Context: an optimization exercise on an open-source flow, tuned for small area. The choices shown serve that exercise and are no tape-out recipe. Function was checked by simulation only, so behaviour that the tests miss may differ from the original. Power is estimated from default activity; no workload was simulated.

## run a
## BreakoutControl
module BreakoutControl(clk_50, strt, rst, L, R, tick, color, pix_x, pix_y, ball_x, ball_y, pad_x, bricks, win, lose);
export LEC_CHECK = 0
export CAP_MARGIN = 20
export CORE_MARGIN = 2
export CORE_UTILIZATION = 40
export SLEW_MARGIN = 20
create_clock -name core_clock -period 10.0 [get_ports {clk_50}]
standard.sh (not shown) runs the stock make flow with config.mk's settings and CLKGATE_MAP_FILE= SYNTH_SCRIPT=/design/flow/synth_recipe.tcl, a recipe that flattens the netlist after the stock synthesis.
==> flow/flow/run.sh <==
#!/bin/bash
# The standard layout (standard.sh) with three changes:
#  - after the standard synthesis, ABC optimises the logic between the
#    registers again (deepsyn, four seeds in parallel) and maps it for area
#    (amap); the smallest result is laid out. The registers and tie cells stay
#    exactly as synthesised (same cells, same instance names). If that step
#    fails, the standard netlist is laid out instead;
#  - every port gets the smallest buffer;
#  - the clock tree is built from clkbuf_8 without dummy loads.
# Each tool writes its full output to a log file here.
set -euo pipefail
here=$(pwd)
export BUFFER_PORTS_ARGS="-buffer_cell sky130_fd_sc_hd__buf_1"
export CTS_ARGS="-sink_clustering_enable -repair_clock_nets -dont_use_dummy_load -buf_list sky130_fd_sc_hd__clkbuf_8"
DEEPSYN_SECONDS=240

bash standard.sh synth > synth.log 2>&1

res=orfs/results/$FLOW_PLATFORM/BreakoutControl/base
pv() { make -s -C "$FLOW_HOME" DESIGN_CONFIG="$here/config.mk" WORK_HOME="$here/orfs" "print-$1" | sed "s/^$1: //"; }
lib=$(pv LIB_FILES)
du=""
for c in $(pv DONT_USE_CELLS); do du="$du -dont_use $c"; done
cp "$res/1_2_yosys.v" "$here/synth_standard.v"

# black-box models of the flip-flops and tie cells, so that they stay as they are
cat > stubs.ys <<EOS
read_liberty -lib -ignore_miss_func $lib
write_verilog -blackboxes $here/cells_bb.v
EOS
yosys -s stubs.ys > stubs.log 2>&1
awk '/^module /{keep=($2 ~ /^sky130_fd_sc_hd__(df|conb_1)/)} keep{print} /^endmodule/{keep=0}' cells_bb.v > keep_bb.v

remap() {
  local s=$1
  sed "s/@T@/$DEEPSYN_SECONDS/; s/@S@/$s/" flow/remap.abc > remap_$s.abc
  # every other cell is read as its logic function, flattened and mapped again
  cat > remap_$s.ys <<EOS
read_verilog -lib $here/keep_bb.v
read_liberty -ignore_miss_func -ignore_redef $lib
read_verilog $here/synth_standard.v
hierarchy -top $FLOW_TOP
flatten
rename -hide w:*.*
delete t:\$scopeinfo
opt -purge
abc -liberty $lib $du -script $here/remap_$s.abc
opt_clean -purge
hilomap -singleton -hicell sky130_fd_sc_hd__conb_1 HI -locell sky130_fd_sc_hd__conb_1 LO
splitnets
opt_clean -purge
write_verilog -noattr -noexpr -nohex -nodec $here/remap0_$s.v
EOS
  yosys -s remap_$s.ys > remap_$s.log 2>&1 || return 0
  python3 flow/fixnets.py remap0_$s.v remap1_$s.v > fixnets_$s.log 2>&1 || return 0
  cat > finish_$s.ys <<EOS
read_liberty -lib -ignore_miss_func $lib
read_verilog $here/remap1_$s.v
hierarchy -top $FLOW_TOP
opt_clean -purge
insbuf -buf sky130_fd_sc_hd__buf_4 A X
check -assert
tee -o $here/remap_stat_$s.txt stat -liberty $lib
write_verilog -noattr -noexpr -nohex -nodec $here/remap_$s.v
EOS
  yosys -s finish_$s.ys > finish_$s.log 2>&1 || rm -f remap_$s.v
}
for s in 1 6 7 8; do remap $s & done
wait

# lay out the smallest new netlist that has exactly the standard netlist's registers
regs() { grep -oE '^ *sky130_fd_sc_hd__df[a-z0-9_]+ +[^ ]+' "$1" | sed 's/^ *//' | sort; }
best=""
bestarea=""
for s in 1 6 7 8; do
  [[ -s remap_$s.v && -s remap_stat_$s.txt ]] || continue
  [[ "$(regs remap_$s.v)" == "$(regs synth_standard.v)" ]] || continue
  a=$(grep "Chip area" remap_stat_$s.txt | awk '{print $NF}')
  if [[ -z "$best" ]] || awk "BEGIN{exit !($a < $bestarea)}"; then best=$s; bestarea=$a; fi
done
if [[ -n "$best" ]]; then
  cp "$here/remap_$best.v" "$here/synth_remap.v"
  cp "$here/synth_remap.v" "$res/1_2_yosys.v"
  echo "laying out the remapped netlist of seed $best (area $bestarea)" > choice.log
else
  echo "remap failed; laying out the standard netlist" > choice.log
fi
rm -f "$res/1_synth.odb" "$res/1_synth.sdc"
bash standard.sh > layout.log 2>&1
Other scripts of this flow, unchanged in this note and not shown: flow/flow/fixnets.py, flow/flow/remap.abc
Here is what was changed in the inputs of run b compared with run a.
--- a/flow/design.v
+++ b/flow/design.v
@@ -204,22 +204,23 @@
 		W <= 1'b0;
 	end else begin
 		wst <= &hit;
 		W <= wst;
 	end
 wire over = lo | W;
 wire [10:0] x11 = {2'b0, x};
 wire [10:0] qe = radd(x11, {3'b111, ~px}, 1'b0);           
 wire padpix = !qe[10] && !ge(qe, 11'd79) && ge({3'b0, y}, 201) && !ge({3'b0, y}, 210);
-wire [10:0] bxd = radd(xinc, ~bx11, 1'b1);                 
-wire [10:0] byd = radd(yinc, ~by11, 1'b1);                 
+wire [10:0] bxd = radd(bx11, ~x11, 1'b1);                  
+wire [10:0] byd = radd(by11, ~{3'b0, y}, 1'b1);            
 wire ballpix = bx[9:1] != 9'd0 && by[9:1] != 9'd0 &&
-               bxd[10:2] == 9'd0 && bxd[1:0] != 2'd3 && byd[10:2] == 9'd0 && byd[1:0] != 2'd3;
+               (bxd == 11'd0 || bxd == 11'd1 || bxd == 11'h7ff) &&
+               (byd == 11'd0 || byd == 11'd1 || byd == 11'h7ff);
 wire [7:0] colx;
 generate
 	for (k = 0; k < 8; k = k + 1) begin : g_colx
 		assign colx[k] = ge(x11, 2 + 40 * k) && !ge(x11, 41 + 40 * k);
 	end
 endgenerate
 wire [10:0] y11 = {3'b0, y};
 wire r1 = ge(y11, 51) && !ge(y11, 70);
 wire r2 = ge(y11, 20) && !ge(y11, 39);
--- outcome ---
- Run a -> run b: maximum number of pins on one net before global-route repair increased by more than a quarter
- No stage failed in run b, and the final checks on the layout all came back clean.
- Run b against run a: worst setup margin went down 0.31 ns, worst hold slack now sits higher, layout overhead on the synthesized area +0.43 points.
- Overall global routing resource usage (run b over run a): increase, 0.49 points
- Relative to run a, the half-perimeter wire length after detailed placement measured on run b has increased by a few percent.

run G:
Another version of the RTL of BreakoutControl (not shown whole).
For scale: roughly 800 cells after synthesis, about 74 I/O pins.
export LEC_CHECK = 0
export CAP_MARGIN = 20
export CORE_MARGIN = 2
export CORE_UTILIZATION = 40
export SLEW_MARGIN = 20
create_clock -name core_clock -period 10.0 [get_ports {clk_50}]
==> flow/flow/run.sh <==
#!/bin/bash
# The standard layout (standard.sh) with three changes:
#  - after the standard synthesis, ABC optimises the logic between the
#    registers again (deepsyn, four seeds in parallel) and maps it for area
#    (amap); the smallest result is laid out. The registers and tie cells stay
#    exactly as synthesised (same cells, same instance names). If that step
#    fails, the standard netlist is laid out instead;
#  - every port gets the smallest buffer;
#  - the clock tree is built from clkbuf_8 without dummy loads.
# Each tool writes its full output to a log file here.
set -euo pipefail
here=$(pwd)
export BUFFER_PORTS_ARGS="-buffer_cell sky130_fd_sc_hd__buf_1"
export CTS_ARGS="-sink_clustering_enable -repair_clock_nets -dont_use_dummy_load -buf_list sky130_fd_sc_hd__clkbuf_8"
DEEPSYN_SECONDS=240

bash standard.sh synth > synth.log 2>&1

res=orfs/results/$FLOW_PLATFORM/BreakoutControl/base
pv() { make -s -C "$FLOW_HOME" DESIGN_CONFIG="$here/config.mk" WORK_HOME="$here/orfs" "print-$1" | sed "s/^$1: //"; }
lib=$(pv LIB_FILES)
du=""
for c in $(pv DONT_USE_CELLS); do du="$du -dont_use $c"; done
cp "$res/1_2_yosys.v" "$here/synth_standard.v"

# black-box models of the flip-flops and tie cells, so that they stay as they are
cat > stubs.ys <<EOS
read_liberty -lib -ignore_miss_func $lib
write_verilog -blackboxes $here/cells_bb.v
EOS
yosys -s stubs.ys > stubs.log 2>&1
awk '/^module /{keep=($2 ~ /^sky130_fd_sc_hd__(df|conb_1)/)} keep{print} /^endmodule/{keep=0}' cells_bb.v > keep_bb.v

remap() {
  local s=$1
  sed "s/@T@/$DEEPSYN_SECONDS/; s/@S@/$s/" flow/remap.abc > remap_$s.abc
  # every other cell is read as its logic function, flattened and mapped again
  cat > remap_$s.ys <<EOS
read_verilog -lib $here/keep_bb.v
read_liberty -ignore_miss_func -ignore_redef $lib
read_verilog $here/synth_standard.v
hierarchy -top $FLOW_TOP
flatten
rename -hide w:*.*
delete t:\$scopeinfo
opt -purge
abc -liberty $lib $du -script $here/remap_$s.abc
opt_clean -purge
hilomap -singleton -hicell sky130_fd_sc_hd__conb_1 HI -locell sky130_fd_sc_hd__conb_1 LO
splitnets
opt_clean -purge
write_verilog -noattr -noexpr -nohex -nodec $here/remap0_$s.v
EOS
  yosys -s remap_$s.ys > remap_$s.log 2>&1 || return 0
  python3 flow/fixnets.py remap0_$s.v remap1_$s.v > fixnets_$s.log 2>&1 || return 0
  cat > finish_$s.ys <<EOS
read_liberty -lib -ignore_miss_func $lib
read_verilog $here/remap1_$s.v
hierarchy -top $FLOW_TOP
opt_clean -purge
insbuf -buf sky130_fd_sc_hd__buf_4 A X
check -assert
tee -o $here/remap_stat_$s.txt stat -liberty $lib
write_verilog -noattr -noexpr -nohex -nodec $here/remap_$s.v
EOS
  yosys -s finish_$s.ys > finish_$s.log 2>&1 || rm -f remap_$s.v
}
for s in 1 2 3 4; do remap $s & done
wait

# lay out the smallest new netlist that has exactly the standard netlist's registers
regs() { grep -oE '^ *sky130_fd_sc_hd__df[a-z0-9_]+ +[^ ]+' "$1" | sed 's/^ *//' | sort; }
best=""
bestarea=""
for s in 1 2 3 4; do
  [[ -s remap_$s.v && -s remap_stat_$s.txt ]] || continue
  [[ "$(regs remap_$s.v)" == "$(regs synth_standard.v)" ]] || continue
  a=$(grep "Chip area" remap_stat_$s.txt | awk '{print $NF}')
  if [[ -z "$best" ]] || awk "BEGIN{exit !($a < $bestarea)}"; then best=$s; bestarea=$a; fi
done
if [[ -n "$best" ]]; then
  cp "$here/remap_$best.v" "$here/synth_remap.v"
  cp "$here/synth_remap.v" "$res/1_2_yosys.v"
  echo "laying out the remapped netlist of seed $best (area $bestarea)" > choice.log
else
  echo "remap failed; laying out the standard netlist" > choice.log
fi
rm -f "$res/1_synth.odb" "$res/1_synth.sdc"
bash standard.sh > layout.log 2>&1
Other scripts of this flow, unchanged in this note and not shown: flow/flow/fixnets.py, flow/flow/remap.abc
Inputs modified between run G and run R:
--- a/flow/design.v
+++ b/flow/design.v
@@ -156,26 +156,21 @@
 wire g41 = ge(bx11, 41), g81 = ge(bx11, 81), g121 = ge(bx11, 121), g161 = ge(bx11, 161),
      g201 = ge(bx11, 201), g241 = ge(bx11, 241), g281 = ge(bx11, 281);
 wire [2:0] K = {g161, (g81 & ~g161) | g241, (g41 & ~g81) | (g121 & ~g161) | (g201 & ~g241) | g281};
 wire two = bx == 10'd41 || bx == 10'd81 || bx == 10'd121 || bx == 10'd161 || bx == 10'd201 || bx == 10'd241 || bx == 10'd281;
 wire e2 = bx == 10'd2 || bx == 10'd42 || bx == 10'd82 || bx == 10'd122 || bx == 10'd162 || bx == 10'd202 || bx == 10'd242 || bx == 10'd282;
 wire e40 = bx == 10'd40 || bx == 10'd80 || bx == 10'd120 || bx == 10'd160 || bx == 10'd200 || bx == 10'd240 || bx == 10'd280 || bx == 10'd320;
 wire tbd = rowtb && ge(bx11, 2) && !ge(bx11, 321) && !two;
 wire lrd = rowlr && (bx == 10'd1 || bx == 10'd321 || two || e2 || e40);
-wire [15:0] pdec;
-genvar k;
-generate
-	for (k = 0; k < 16; k = k + 1) begin : g_pdec
-		localparam [0:0] KR = k / 8;
-		localparam [2:0] KC = k % 8;
-		localparam [2:0] KN = (k + 1) % 8;
-		assign pdec[k] = (tbp | lrp) && prow == KR && (pk == KC || (ptwo && pk == KN));
-	end
-endgenerate
+reg [15:0] pdec;
+integer k;
+always @(*)
+	for (k = 0; k < 16; k = k + 1)
+		pdec[k] = (tbp | lrp) && prow == k[3] && (pk == k[2:0] || (ptwo && pk == k[2:0] + 3'd1));
 wire [15:0] live = ~hit & ~pdec;
 wire [7:0] lrow = row ? live[15:8] : live[7:0];
 wire liveA = lrow[K];
 wire liveB = lrow[K - 3'd1];
 always @(posedge clk_50 or negedge rst)
 	if (!rst) begin
 		hit <= 16'd0;
 		prow <= 1'b0;
@@ -214,22 +209,20 @@
 wire [10:0] x11 = {2'b0, x};
 wire [10:0] qe = radd(x11, {3'b111, ~px}, 1'b0);           
 wire padpix = !qe[10] && !ge(qe, 11'd79) && ge({3'b0, y}, 201) && !ge({3'b0, y}, 210);
 wire [10:0] bxd = radd(bx11, ~x11, 1'b1);                  
 wire [10:0] byd = radd(by11, ~{3'b0, y}, 1'b1);            
 wire ballpix = bx[9:1] != 9'd0 && by[9:1] != 9'd0 &&
                (bxd == 11'd0 || bxd == 11'd1 || bxd == 11'h7ff) &&
                (byd == 11'd0 || byd == 11'd1 || byd == 11'h7ff);
-wire [7:0] colx;
-generate
-	for (k = 0; k < 8; k = k + 1) begin : g_colx
-		assign colx[k] = ge(x11, 2 + 40 * k) && !ge(x11, 41 + 40 * k);
-	end
-endgenerate
+reg [7:0] colx;
+always @(*)
+	for (k = 0; k < 8; k = k + 1)
+		colx[k] = ge(x11, 2 + 40 * k) && !ge(x11, 41 + 40 * k);
 wire [10:0] y11 = {3'b0, y};
 wire r1 = ge(y11, 51) && !ge(y11, 70);
 wire r2 = ge(y11, 20) && !ge(y11, 39);
 wire blkpix = (r1 && |(colx & ~hit[7:0])) || (r2 && |(colx & ~hit[15:8]));
 wire [2:0] cls = (padpix || (ballpix && !over)) ? 3'd1 :
                  (blkpix && !over) ? 3'd2 :
                  lo ? 3'd5 : W ? 3'd4 : 3'd3;
 always @(posedge clk_50 or negedge rst)
Results
- Run R ended with every stage complete and zero timing, DRC or antenna violations.
- Taking run G as the reference point, the number of vias per cell after detailed routing of run R falls by 1.5%.
- Summary of run R over run G: design area has remained practically unchanged; non-clock buffer count has increased; number of flip-flops and latches has remained practically unchanged; starting utilization of the core area has remained practically unchanged; global-route usage has decreased.
- For internal power summed over all cells, dividing the value from run R by the value from run G gives 1.12.
- Run R against run G: wire length saw a decrease; overall power consumption saw an increase; core utilization saw little to no change.

BreakoutControl, a different RTL version from the one above (not shown whole).
Size: roughly 800 cells after synthesis, roughly 5900 sq um of cells after synthesis.
// BreakoutControl
module BreakoutControl(clk_50, strt, rst, L, R, tick, color, pix_x, pix_y, ball_x, ball_y, pad_x, bricks, win, lose);
==> flow/config.mk <==
export PLATFORM = sky130hd
export DESIGN_NAME = BreakoutControl
export DESIGN_NICKNAME = BreakoutControl
export VERILOG_FILES = /design/flow/design.v
export SDC_FILE = /design/flow/constraint.sdc
export NUM_CORES = 4
export LEC_CHECK = 0
export CAP_MARGIN = 20
export CORE_MARGIN = 2
export CORE_UTILIZATION = 40
export SLEW_MARGIN = 20
==> flow/constraint.sdc <==
create_clock -name core_clock -period 10.0 [get_ports {clk_50}]
set_input_delay 2.0000 -clock core_clock [delete_from_list [all_inputs] [get_ports {clk_50}]]
set_output_delay 2.0000 -clock core_clock [all_outputs]
set_load 0.01 [all_outputs]
==> flow/flow/run.sh <==
#!/bin/bash
# The standard layout (standard.sh) with three changes:
#  - after the standard synthesis, ABC optimises the logic between the
#    registers again (deepsyn) and maps it for area (amap); the registers and
#    tie cells stay exactly as synthesised (same cells, same instance names).
#    If that step fails, the standard netlist is laid out instead;
#  - every port gets the smallest buffer;
#  - the clock tree is built from clkbuf_8 without dummy loads.
# Each tool writes its full output to a log file here.
set -euo pipefail
here=$(pwd)
export BUFFER_PORTS_ARGS="-buffer_cell sky130_fd_sc_hd__buf_1"
export CTS_ARGS="-sink_clustering_enable -repair_clock_nets -dont_use_dummy_load -buf_list sky130_fd_sc_hd__clkbuf_8"

bash standard.sh synth > synth.log 2>&1

res=orfs/results/$FLOW_PLATFORM/BreakoutControl/base
pv() { make -s -C "$FLOW_HOME" DESIGN_CONFIG="$here/config.mk" WORK_HOME="$here/orfs" "print-$1" | sed "s/^$1: //"; }
lib=$(pv LIB_FILES)
du=""
for c in $(pv DONT_USE_CELLS); do du="$du -dont_use $c"; done
cp "$res/1_2_yosys.v" "$here/synth_standard.v"

# black-box models of the flip-flops and tie cells, so that they stay as they are
cat > stubs.ys <<EOS
read_liberty -lib -ignore_miss_func $lib
write_verilog -blackboxes $here/cells_bb.v
EOS
yosys -s stubs.ys > stubs.log 2>&1
awk '/^module /{keep=($2 ~ /^sky130_fd_sc_hd__(df|conb_1)/)} keep{print} /^endmodule/{keep=0}' cells_bb.v > keep_bb.v

# every other cell is read as its logic function, flattened and mapped again
cat > remap.ys <<EOS
read_verilog -lib $here/keep_bb.v
read_liberty -ignore_miss_func -ignore_redef $lib
read_verilog $here/synth_standard.v
hierarchy -top $FLOW_TOP
flatten
rename -hide w:*.*
delete t:\$scopeinfo
opt -purge
abc -liberty $lib $du -script $here/flow/remap.abc
opt_clean -purge
hilomap -singleton -hicell sky130_fd_sc_hd__conb_1 HI -locell sky130_fd_sc_hd__conb_1 LO
splitnets
opt_clean -purge
write_verilog -noattr -noexpr -nohex -nodec $here/synth_remap0.v
EOS
yosys -s remap.ys > remap.log 2>&1 || true

python3 flow/fixnets.py synth_remap0.v synth_remap1.v > fixnets.log 2>&1 || true

cat > finish.ys <<EOS
read_liberty -lib -ignore_miss_func $lib
read_verilog $here/synth_remap1.v
hierarchy -top $FLOW_TOP
opt_clean -purge
insbuf -buf sky130_fd_sc_hd__buf_4 A X
check -assert
tee -o $here/remap_stat.txt stat -liberty $lib
write_verilog -noattr -noexpr -nohex -nodec $here/synth_remap.v
EOS
rm -f synth_remap.v
yosys -s finish.ys > finish.log 2>&1 || rm -f synth_remap.v

# use the new netlist only if it has exactly the standard netlist's registers
regs() { grep -oE '^ *sky130_fd_sc_hd__df[a-z0-9_]+ +[^ ]+' "$1" | sed 's/^ *//' | sort; }
if [[ -s synth_remap.v ]] && [[ "$(regs synth_remap.v)" == "$(regs synth_standard.v)" ]]; then
  cp "$here/synth_remap.v" "$res/1_2_yosys.v"
  echo "laying out the remapped netlist" > choice.log
else
  echo "remap failed; laying out the standard netlist" > choice.log
fi
rm -f "$res/1_synth.odb" "$res/1_synth.sdc"
bash standard.sh > layout.log 2>&1
Other scripts of this flow, unchanged in this note and not shown: flow/flow/fixnets.py, flow/flow/remap.abc
Change:
--- a/flow/design.v
+++ b/flow/design.v
@@ -1,17 +1,17 @@
 module BreakoutControl(clk_50, strt, rst, L, R, tick, color, pix_x, pix_y, ball_x, ball_y, pad_x, bricks, win, lose);
 input clk_50;
 input strt, rst, L, R;
 input tick;
-output reg [2:0] color;
+output [2:0] color;
 output [8:0] pix_x;
 output [7:0] pix_y;
 output [9:0] ball_x;
 output [9:0] ball_y;
 output [9:0] pad_x;
 output [15:0] bricks;
 output win, lose;
 function [10:0] radd;
 	input [10:0] a;
 	input [10:0] b;
 	input cin;
 	integer i;
@@ -181,28 +181,29 @@
 		tbc <= 1'b0;
 		lrc <= 1'b0;
 	end else if (tick) begin
 		hit <= hit | pdec;
 		prow <= row;
 		pk <= K;
 		ptwo <= lrd & two;
 		tbp <= tbd & liveA;
 		lrp <= lrd & (liveA | (two & liveB));
 		tbc <= tbp;
 		lrc <= lrp;
 	end
-reg [2:0] ds;      
+reg st, dp;
+reg [2:0] dc;
 reg [1:0] gs;      
 wire W = gs == 2'd3;
-wire started = ds != 3'd0;
+wire started = st;
 always @(posedge clk_50 or negedge rst)
 	if (!rst) begin
 		gs <= 2'd0;
 	end else begin
 		if (started && gs == 2'd0) begin
 			if (&hit) gs <= 2'd1;
 			else if (lo) gs <= 2'd2;
 		end else if (gs == 2'd1)
 			gs <= 2'd3;
 	end
 wire over = lo | W;
 wire [10:0] x11 = {2'b0, x};
@@ -217,32 +218,35 @@
 always @(*)
 	for (k = 0; k < 8; k = k + 1)
 		colx[k] = ge(x11, 2 + 40 * k) && !ge(x11, 41 + 40 * k);
 wire [10:0] y11 = {3'b0, y};
 wire r1 = ge(y11, 51) && !ge(y11, 70);
 wire r2 = ge(y11, 20) && !ge(y11, 39);
 wire blkpix = (r1 && |(colx & ~hit[7:0])) || (r2 && |(colx & ~hit[15:8]));
 wire [2:0] cls = (padpix || (ballpix && !over)) ? 3'd1 :
                  (blkpix && !over) ? 3'd2 :
                  lo ? 3'd5 : W ? 3'd4 : 3'd3;
 always @(posedge clk_50 or negedge rst)
 	if (!rst) begin
-		ds <= 3'd0;
-		color <= 3'b111;
-	end else begin
-		color <= ds;
-		case (ds)
-			3'd0: if (!strt) ds <= 3'd7;
-			3'd7: ds <= cls;
-			3'd6: ds <= ds;
-			default: ds <= 3'd7;
-		endcase
-	end
+		st <= 1'b0;
+		dp <= 1'b0;
+		dc <= 3'b111;
+	end else if (!st) begin
+		dc <= 3'd0;
+		if (!strt) begin
+			st <= 1'b1;
+			dp <= 1'b1;
+		end
+	end else begin
+		dp <= ~dp;
+		if (dp) dc <= cls;
+	end
+assign color = (st && !dp) ? 3'b111 : dc;
 assign pix_x = x;
 assign pix_y = y;
 assign ball_x = bx;
 assign ball_y = by;
 assign pad_x = {2'b00, px};
 assign bricks = hit;
 assign win = W;
 assign lose = lo;
 endmodule
After rerunning:
- cell count increases by 0.84%
- setup slack is worse by 0.95 ns
- clock power hardly moves
- non-clock buffer count grows by 2
- total power grows by 35%
- die area hardly moves
- critical path depth rises by 5
- final area is about the same

-- static timing again, ports no longer ideal --
The flow's constraints put no driver on any port. The routed layouts listed below were extracted and timed again, unchanged, in two steps.
Step 1 (the two cells are an assumption about what drives the block):
set clk [get_ports {clk_50}]
set_driving_cell -lib_cell sky130_fd_sc_hd__clkbuf_16 $clk
set_driving_cell -lib_cell sky130_fd_sc_hd__buf_2 [delete_from_list [all_inputs] $clk]
Step 2, shift: input delay + t, output delay - t, t = (earliest + latest rising clock arrival at the registers) / 2. This alone moves slack from input paths to output paths.
Three values: ideal, step 1, step 2; two values: the first two.
run | shift t [ns] | setup WS [ns] | worst setup path after step 2 | worst data-port slew with drivers (ns)
run a | 0.415 | 4.367 / 4.374 / 3.959 | input to register | 0.03
run b | 0.412 | 4.062 / 4.059 / 3.647 | input to register | 0.04
run G | 0.410 | 3.625 / 3.634 / 3.223 | input to register | 0.03
run R | 0.406 | 4.369 / 4.380 / 3.974 | input to register | 0.03
the first run of note 3 | 0.407 | 4.563 / 4.573 / 4.166 | input to register | 0.03
the second run of note 3 | 0.406 | 3.614 / 3.622 / 3.216 | input to register | 0.03
After both steps every run listed still meets setup and hold. For run b, which loses most, drivers alone change the setup slack by -0.003 ns; drivers and shift together by -0.415 ns.
